From an optimization exercise on the open Yosys and OpenROAD flow, aimed at small area and a short achievable clock period; shortcuts taken in it are not production practice. The RTL was checked by simulation tests, not by an equivalence proof against the original design. The clock port is modelled as an ideal driver, which makes a skipped or thinned clock tree look cheaper than it is; a real chip needs a root buffer or a tree. Power and IR drop assume default switching activity.

== oak ==
// lightpipe_recv
module lightpipe_recv(
    input mclk,
    input rst,
    input adat,
    output reg wclk,
    output reg [23:0] word0,
    output reg [23:0] word1,
    output reg [23:0] word2,
    output reg [23:0] word3,
    output reg [23:0] word4,
    output reg [23:0] word5,
    output reg [23:0] word6,
    output reg [23:0] word7,
    output reg [3:0] user
);
clock: 3.0 ns
lec_check: 0
cap_margin: 20
core_margin: 2
core_utilization: 55
place_density: 0.7
setup_slack_margin: 1.56
slew_margin: 20
synth_hierarchical: 1
standard.sh (not shown) runs the stock make flow with config.mk's settings and CLKGATE_MAP_FILE= SYNTH_SCRIPT=/design/flow/synth_recipe.tcl, a recipe that flattens the netlist after the stock synthesis.
==> flow/flow/run.sh <==
#!/bin/bash
# Standard synthesis and layout (standard.sh), except: the ports are buffered
# by the smallest buffer, and the clock tree is a two-level tree built by
# flow/cts.tcl (settings in flow/cts.env).
set -euo pipefail
HERE=$(pwd)
export BUFFER_PORTS_ARGS="-buffer_cell sky130_fd_sc_hd__buf_1"
export PRE_CTS_TCL=$HERE/flow/cts.tcl
export CLOCK_PORT=mclk
source $HERE/flow/cts.env
bash standard.sh > make.log 2>&1
==> flow/flow/cts.env <==
export ROOT_BUF=sky130_fd_sc_hd__clkbuf_16
export LEAF_BUF=sky130_fd_sc_hd__clkbuf_16
export ROOT_COUNT=4
export LEAF_SINKS=26
==> flow/flow/cts.tcl <==
# Clock tree built here in place of TritonCTS: the clock port drives a few
# root buffers, each of which drives leaf buffers, one per cluster of
# flip-flops (k-means on their placed positions). Sourced by ORFS's cts.tcl
# as PRE_CTS_TCL; it then does what the rest of cts.tcl does and writes the
# CTS results itself.

proc kmeans {pts k} {
  # pts: list of {x y}; returns list of cluster index per point
  set n [llength $pts]
  set sorted [lsort -real -index 0 [lmap p $pts {set p}]]
  set cx {}; set cy {}
  for {set i 0} {$i < $k} {incr i} {
    set s [lindex $sorted [expr {int(($i + 0.5) * $n / $k)}]]
    lappend cx [lindex $s 0]; lappend cy [lindex $s 1]
  }
  for {set iter 0} {$iter < 60} {incr iter} {
    set assign {}
    foreach p $pts {
      set best 0; set bd 1e30
      for {set i 0} {$i < $k} {incr i} {
        set d [expr {abs([lindex $p 0] - [lindex $cx $i]) + abs([lindex $p 1] - [lindex $cy $i])}]
        if {$d < $bd} { set bd $d; set best $i }
      }
      lappend assign $best
    }
    set sx [lrepeat $k 0.0]; set sy [lrepeat $k 0.0]; set sc [lrepeat $k 0]
    foreach p $pts a $assign {
      lset sx $a [expr {[lindex $sx $a] + [lindex $p 0]}]
      lset sy $a [expr {[lindex $sy $a] + [lindex $p 1]}]
      lset sc $a [expr {[lindex $sc $a] + 1}]
    }
    for {set i 0} {$i < $k} {incr i} {
      if {[lindex $sc $i] > 0} {
        lset cx $i [expr {[lindex $sx $i] / [lindex $sc $i]}]
        lset cy $i [expr {[lindex $sy $i] / [lindex $sc $i]}]
      }
    }
  }
  return [list $assign $cx $cy $sc]
}

set db [ord::get_db]
set block [ord::get_db_block]
set clkport [$block findBTerm $::env(CLOCK_PORT)]
set clknet [$clkport getNet]
set leaf_master [$db findMaster $::env(LEAF_BUF)]
set root_master [$db findMaster $::env(ROOT_BUF)]
set nroot $::env(ROOT_COUNT)

set sinks {}; set pts {}
foreach it [$clknet getITerms] {
  set bb [[$it getInst] getBBox]
  lappend sinks $it
  lappend pts [list [expr {([$bb xMin] + [$bb xMax]) / 2.0}] [expr {([$bb yMin] + [$bb yMax]) / 2.0}]]
}
set n [llength $sinks]
set k [expr {int(ceil(double($n) / $::env(LEAF_SINKS)))}]
lassign [kmeans $pts $k] assign cx cy sc
puts "custom cts: $n sinks, $k leaf clusters, sizes $sc"

set leaves {}; set lpts {}
for {set i 0} {$i < $k} {incr i} {
  if {[lindex $sc $i] == 0} { lappend leaves {}; continue }
  lappend leaves $i
  lappend lpts [list [lindex $cx $i] [lindex $cy $i]]
}
lassign [kmeans $lpts $nroot] rassign rcx rcy rsc
puts "custom cts: $nroot root clusters, sizes $rsc"

set rootnets {}
for {set r 0} {$r < $nroot} {incr r} {
  if {[lindex $rsc $r] == 0} { lappend rootnets {}; continue }
  set b [odb::dbInst_create $block $root_master clkbuf_root_$r]
  $b setLocation [expr {int([lindex $rcx $r])}] [expr {int([lindex $rcy $r])}]
  $b setPlacementStatus PLACED
  set net [odb::dbNet_create $block clknet_root_$r]
  $net setSigType CLOCK
  [$b findITerm A] connect $clknet
  [$b findITerm X] connect $net
  lappend rootnets $net
}
set leafnet [dict create]
foreach i $leaves r $rassign {
  set b [odb::dbInst_create $block $leaf_master clkbuf_leaf_$i]
  $b setLocation [expr {int([lindex $cx $i])}] [expr {int([lindex $cy $i])}]
  $b setPlacementStatus PLACED
  set net [odb::dbNet_create $block clknet_leaf_$i]
  $net setSigType CLOCK
  [$b findITerm A] connect [lindex $rootnets $r]
  [$b findITerm X] connect $net
  dict set leafnet $i $net
}
foreach it $sinks a $assign {
  set inst [$it getInst]
  set dt [$inst isDoNotTouch]
  $inst setDoNotTouch 0
  $it disconnect
  $it connect [dict get $leafnet $a]
  $inst setDoNotTouch $dt
}

set_propagated_clock [all_clocks]
set_placement_padding -global \
  -left $::env(CELL_PAD_IN_SITES_DETAIL_PLACEMENT) \
  -right $::env(CELL_PAD_IN_SITES_DETAIL_PLACEMENT)
detailed_placement
log_cmd estimate_parasitics -placement
report_clock_skew
report_clock_latency

repair_timing_helper
detailed_placement
check_placement -verbose
report_metrics 4 "cts final"
orfs_write_db $::env(RESULTS_DIR)/4_1_cts.odb
orfs_write_sdc $::env(RESULTS_DIR)/4_cts.sdc
exit
The final layout from oak, which completed every stage, passed the timing, DRC and antenna checks at the end of the flow.
> inputs changed (oak -> pine)
# oak
export LEC_CHECK = 0
export CAP_MARGIN = 20
export CORE_MARGIN = 2
export CORE_UTILIZATION = 55
export PLACE_DENSITY = 0.7
export SETUP_SLACK_MARGIN = 1.56
export SLEW_MARGIN = 20
export SYNTH_HIERARCHICAL = 1
create_clock -name core_clock -period 3.0 [get_ports {mclk}]
# pine
export LEC_CHECK = 0
export CAP_MARGIN = 20
export CORE_MARGIN = 2
export CORE_UTILIZATION = 65
export PLACE_DENSITY = 0.75
export SETUP_SLACK_MARGIN = 1.65
export SLEW_MARGIN = 20
export SYNTH_HIERARCHICAL = 1
create_clock -name core_clock -period 3.0 [get_ports {mclk}]
==> flow/flow/run.sh <==
#!/bin/bash
# Standard synthesis and layout (standard.sh), except: the ports are buffered
# by a small buffer, the register-to-output paths are left as they are by the
# resizer (flow/hold_outputs.tcl), and the clock tree is a two-level tree built
# by flow/cts.tcl (settings in flow/cts.env).
set -euo pipefail
HERE=$(pwd)
export CLOCK_PORT=mclk
source $HERE/flow/cts.env
export BUFFER_PORTS_ARGS="-buffer_cell $PORT_BUF"
export PRE_CTS_TCL=$HERE/flow/cts.tcl
export PRE_FLOORPLAN_TCL=$HERE/flow/hold_outputs.tcl
export POST_GLOBAL_PLACE_TCL=$HERE/flow/hold_outputs.tcl
bash standard.sh > make.log 2>&1
==> flow/flow/cts.env <==
export ROOT_BUF=sky130_fd_sc_hd__clkbuf_16
export LEAF_BUF=sky130_fd_sc_hd__clkbuf_16
export ROOT_COUNT=4
export LEAF_SINKS=20
export PORT_BUF=sky130_fd_sc_hd__buf_1
-- flow/flow/cts.tcl --
<<< oak, line 92
}
foreach it $sinks a $assign {
  set inst [$it getInst]
  set dt [$inst isDoNotTouch]
  $inst setDoNotTouch 0
  $it disconnect
  $it connect [dict get $leafnet $a]
  $inst setDoNotTouch $dt
}

>>> pine, line 92
}
foreach it $sinks a $assign {
  $it disconnect
  $it connect [dict get $leafnet $a]
}

==> flow/flow/hold_outputs.tcl (new file) <==
# Marks the output ports' drivers (the flip-flop at floorplan, the port buffer
# and the flip-flop behind it after global placement) and the nets between
# them don't-touch, so that the resizer leaves the register-to-output paths as
# they are and spends its effort on the other paths. Sourced as
# PRE_FLOORPLAN_TCL and POST_GLOBAL_PLACE_TCL.
set hold_block [ord::get_db_block]
proc hold_driver {net} {
  foreach it [$net getITerms] {
    if {[$it isOutputSignal]} {
      set inst [$it getInst]
      $inst setDoNotTouch 1
      $net setDoNotTouch 1
      return $inst
    }
  }
  return ""
}
set n_held 0
foreach bt [$hold_block getBTerms] {
  if {[$bt getIoType] != "OUTPUT"} { continue }
  set net [$bt getNet]
  if {$net == "NULL"} { continue }
  set inst [hold_driver $net]
  if {$inst == ""} { continue }
  incr n_held
  if {![string match "*dfxtp*" [[$inst getMaster] getName]]} {
    # a port buffer: hold the flip-flop that feeds it too
    foreach it [$inst getITerms] {
      if {[$it isInputSignal] && [$it getNet] != "NULL"} { hold_driver [$it getNet] }
    }
  }
}
puts "hold_outputs: held the drivers of $n_held output ports"
## What came out
From oak to pine the numbers moved as follows: number of rows in the core area went down, cell area after placement shows a reduction of 8.3%, width of the die lower. As the logs show, pine stopped at clock tree synthesis after a tool error, so it never reached the end of the flow.
Inputs modified between pine and birch:
# pine
export LEC_CHECK = 0
export CAP_MARGIN = 20
export CORE_MARGIN = 2
export CORE_UTILIZATION = 65
export PLACE_DENSITY = 0.75
export SETUP_SLACK_MARGIN = 1.65
export SLEW_MARGIN = 20
export SYNTH_HIERARCHICAL = 1
create_clock -name core_clock -period 3.0 [get_ports {mclk}]
# birch
export LEC_CHECK = 0
export CAP_MARGIN = 20
export CORE_MARGIN = 2
export CORE_UTILIZATION = 65
export PLACE_DENSITY = 0.75
export SETUP_SLACK_MARGIN = 1.5
export SLEW_MARGIN = 20
export SYNTH_HIERARCHICAL = 1
create_clock -name core_clock -period 3.0 [get_ports {mclk}]
==> flow/flow/run.sh <==
#!/bin/bash
# Standard synthesis and layout (standard.sh), except: the ports are buffered
# by the smallest buffer, and the clock tree is a two-level tree built by
# flow/cts.tcl (settings in flow/cts.env).
set -euo pipefail
HERE=$(pwd)
export BUFFER_PORTS_ARGS="-buffer_cell sky130_fd_sc_hd__buf_1"
export PRE_CTS_TCL=$HERE/flow/cts.tcl
export CLOCK_PORT=mclk
source $HERE/flow/cts.env
bash standard.sh > make.log 2>&1
==> flow/flow/cts.env <==
export ROOT_BUF=sky130_fd_sc_hd__clkbuf_16
export LEAF_BUF=sky130_fd_sc_hd__clkbuf_16
export ROOT_COUNT=4
export LEAF_SINKS=20
removed: flow/flow/hold_outputs.tcl
[summary]
- birch finished all stages; the layout is clean.
- Going from pine to birch, initial cell density of the core did not really move, minimum setup slack after placement went down, netlist area before placement did not really move.
For maple, these inputs were changed with respect to birch:
# birch
export LEC_CHECK = 0
export CAP_MARGIN = 20
export CORE_MARGIN = 2
export CORE_UTILIZATION = 65
export PLACE_DENSITY = 0.75
export SETUP_SLACK_MARGIN = 1.5
export SLEW_MARGIN = 20
export SYNTH_HIERARCHICAL = 1
create_clock -name core_clock -period 3.0 [get_ports {mclk}]
# maple
export LEC_CHECK = 0
export CAP_MARGIN = 20
export CORE_MARGIN = 2
export CORE_UTILIZATION = 55
export PLACE_DENSITY = 0.7
export SETUP_SLACK_MARGIN = 1.5
export SLEW_MARGIN = 20
export SYNTH_HIERARCHICAL = 1
create_clock -name core_clock -period 3.0 [get_ports {mclk}]
==> notes.md <==
In maple, overall fraction of global-route tracks in use is lower than in birch. In maple the part of the power in registers turned out 0.2 points higher than in birch. The part of the total power dissipated in the clock network of maple exceeds that of birch by 0.3 points. Compared with birch, maple shows design internal power that has gone down slightly. Fraction of area in multi-input gates: maple > birch. maple vs. birch: clock skew has remained practically unchanged; clock transition at the registers of the reported paths now larger.
Edits applied to the flow inputs when going from maple to cedar:
# maple
export LEC_CHECK = 0
export CAP_MARGIN = 20
export CORE_MARGIN = 2
export CORE_UTILIZATION = 55
export PLACE_DENSITY = 0.7
export SETUP_SLACK_MARGIN = 1.5
export SLEW_MARGIN = 20
export SYNTH_HIERARCHICAL = 1
create_clock -name core_clock -period 3.0 [get_ports {mclk}]
# cedar
export LEC_CHECK = 0
export CAP_MARGIN = 20
export CORE_MARGIN = 2
export CORE_UTILIZATION = 55
export PLACE_DENSITY = 0.7
export SETUP_SLACK_MARGIN = 1.58
export SLEW_MARGIN = 20
export SYNTH_HIERARCHICAL = 1
create_clock -name core_clock -period 3.0 [get_ports {mclk}]
==> flow/flow/cts.env <==
export ROOT_BUF=sky130_fd_sc_hd__inv_16
export LEAF_BUF=sky130_fd_sc_hd__inv_16
export ROOT_COUNT=4
export LEAF_SINKS=26
-- flow/flow/cts.tcl --
<<< maple, line 1
# Clock tree built here in place of TritonCTS: the clock port drives a few
# root buffers, each of which drives leaf buffers, one per cluster of
# flip-flops (k-means on their placed positions). Sourced by ORFS's cts.tcl
# as PRE_CTS_TCL; it then does what the rest of cts.tcl does and writes the
# CTS results itself.
>>> cedar, line 1
# Clock tree built here in place of TritonCTS: the clock port drives a few
# root buffers (or inverters), each of which drives leaf buffers (or
# inverters), one per cluster of flip-flops (k-means on their placed
# positions). With inverters at both levels the clock keeps its polarity. Sourced by ORFS's cts.tcl
# as PRE_CTS_TCL; it then does what the rest of cts.tcl does and writes the
# CTS results itself.
<<< maple, line 47
set root_master [$db findMaster $::env(ROOT_BUF)]
set nroot $::env(ROOT_COUNT)

set sinks {}; set pts {}
>>> cedar, line 48
set root_master [$db findMaster $::env(ROOT_BUF)]
set nroot $::env(ROOT_COUNT)
proc out_pin {master} {
  foreach mt [$master getMTerms] {
    if {[$mt getSigType] == "SIGNAL" && [$mt getIoType] == "OUTPUT"} { return [$mt getName] }
  }
}
proc in_pin {master} {
  foreach mt [$master getMTerms] {
    if {[$mt getSigType] == "SIGNAL" && [$mt getIoType] == "INPUT"} { return [$mt getName] }
  }
}
set root_in [in_pin $root_master]; set root_out [out_pin $root_master]
set leaf_in [in_pin $leaf_master]; set leaf_out [out_pin $leaf_master]

set sinks {}; set pts {}
<<< maple, line 76
  set net [odb::dbNet_create $block clknet_root_$r]
  $net setSigType CLOCK
  [$b findITerm A] connect $clknet
  [$b findITerm X] connect $net
  lappend rootnets $net
}
>>> cedar, line 89
  set net [odb::dbNet_create $block clknet_root_$r]
  $net setSigType CLOCK
  [$b findITerm $root_in] connect $clknet
  [$b findITerm $root_out] connect $net
  lappend rootnets $net
}
<<< maple, line 87
  set net [odb::dbNet_create $block clknet_leaf_$i]
  $net setSigType CLOCK
  [$b findITerm A] connect [lindex $rootnets $r]
  [$b findITerm X] connect $net
  dict set leafnet $i $net
}
foreach it $sinks a $assign {
  $it disconnect
  $it connect [dict get $leafnet $a]
}

>>> cedar, line 100
  set net [odb::dbNet_create $block clknet_leaf_$i]
  $net setSigType CLOCK
  [$b findITerm $leaf_in] connect [lindex $rootnets $r]
  [$b findITerm $leaf_out] connect $net
  dict set leafnet $i $net
}
foreach it $sinks a $assign {
  set inst [$it getInst]
  set dt [$inst isDoNotTouch]
  $inst setDoNotTouch 0
  $it disconnect
  $it connect [dict get $leafnet $a]
  $inst setDoNotTouch $dt
}

## What came out
The final reports for cedar and maple show top achievable clock speed lower in the former. cedar vs maple — footprint of the multi-input gates rose 5.2%. For the routing usage on met2, cedar came in 5.9 points higher than maple did. Changes observed in cedar relative to maple: logic gate share of total power shows an increase of 1.6 points, insertion delay to the later sink of the worst-skew pair lower, tightest slew margin relative to the limit rose by 16 points, cell area after synthesis stayed essentially flat, switching fraction of total power went up by 6.6 points.
The clock cells of oak, birch, maple and cedar come from the design's own scripts or RTL, not from TritonCTS.

static timing again, ports no longer ideal:
The results above use ideal ports. As a check the final layouts listed here were re-extracted and re-timed, cells and wires unchanged.
Step 1, drivers: a clkbuf_16 drives mclk and a buf_2 each remaining input, both assumed.
Step 2 times the ports against the registers' clock, not the clock port: input delays grow and output delays shrink by t, the midpoint of the rising clock arrivals with the driver on.
a / b / c = ideal ports / drivers / drivers and shift; a / b = the first two.
run | t, ns | slack for setup (ns) | hold WS [ns] | worst setup path at the end
oak | 0.383 | 1.513 / 1.490 / 1.185 | 0.336 / 0.336 / 0.336 | input to register
birch | 0.385 | 1.514 / 1.421 / 1.213 | 0.348 / 0.348 / 0.348 | input to register
maple | 0.370 | 1.535 / 1.448 / 1.213 | 0.333 / 0.333 / 0.333 | input to register
cedar | 0.322 | 1.405 / 1.491 / 1.230 | 0.339 / 0.340 / 0.340 | input to register
After both steps setup and hold are still met in every run listed. The setup slack of oak, which loses most, moves by -0.023 ns with the drivers and by -0.328 ns with both steps.
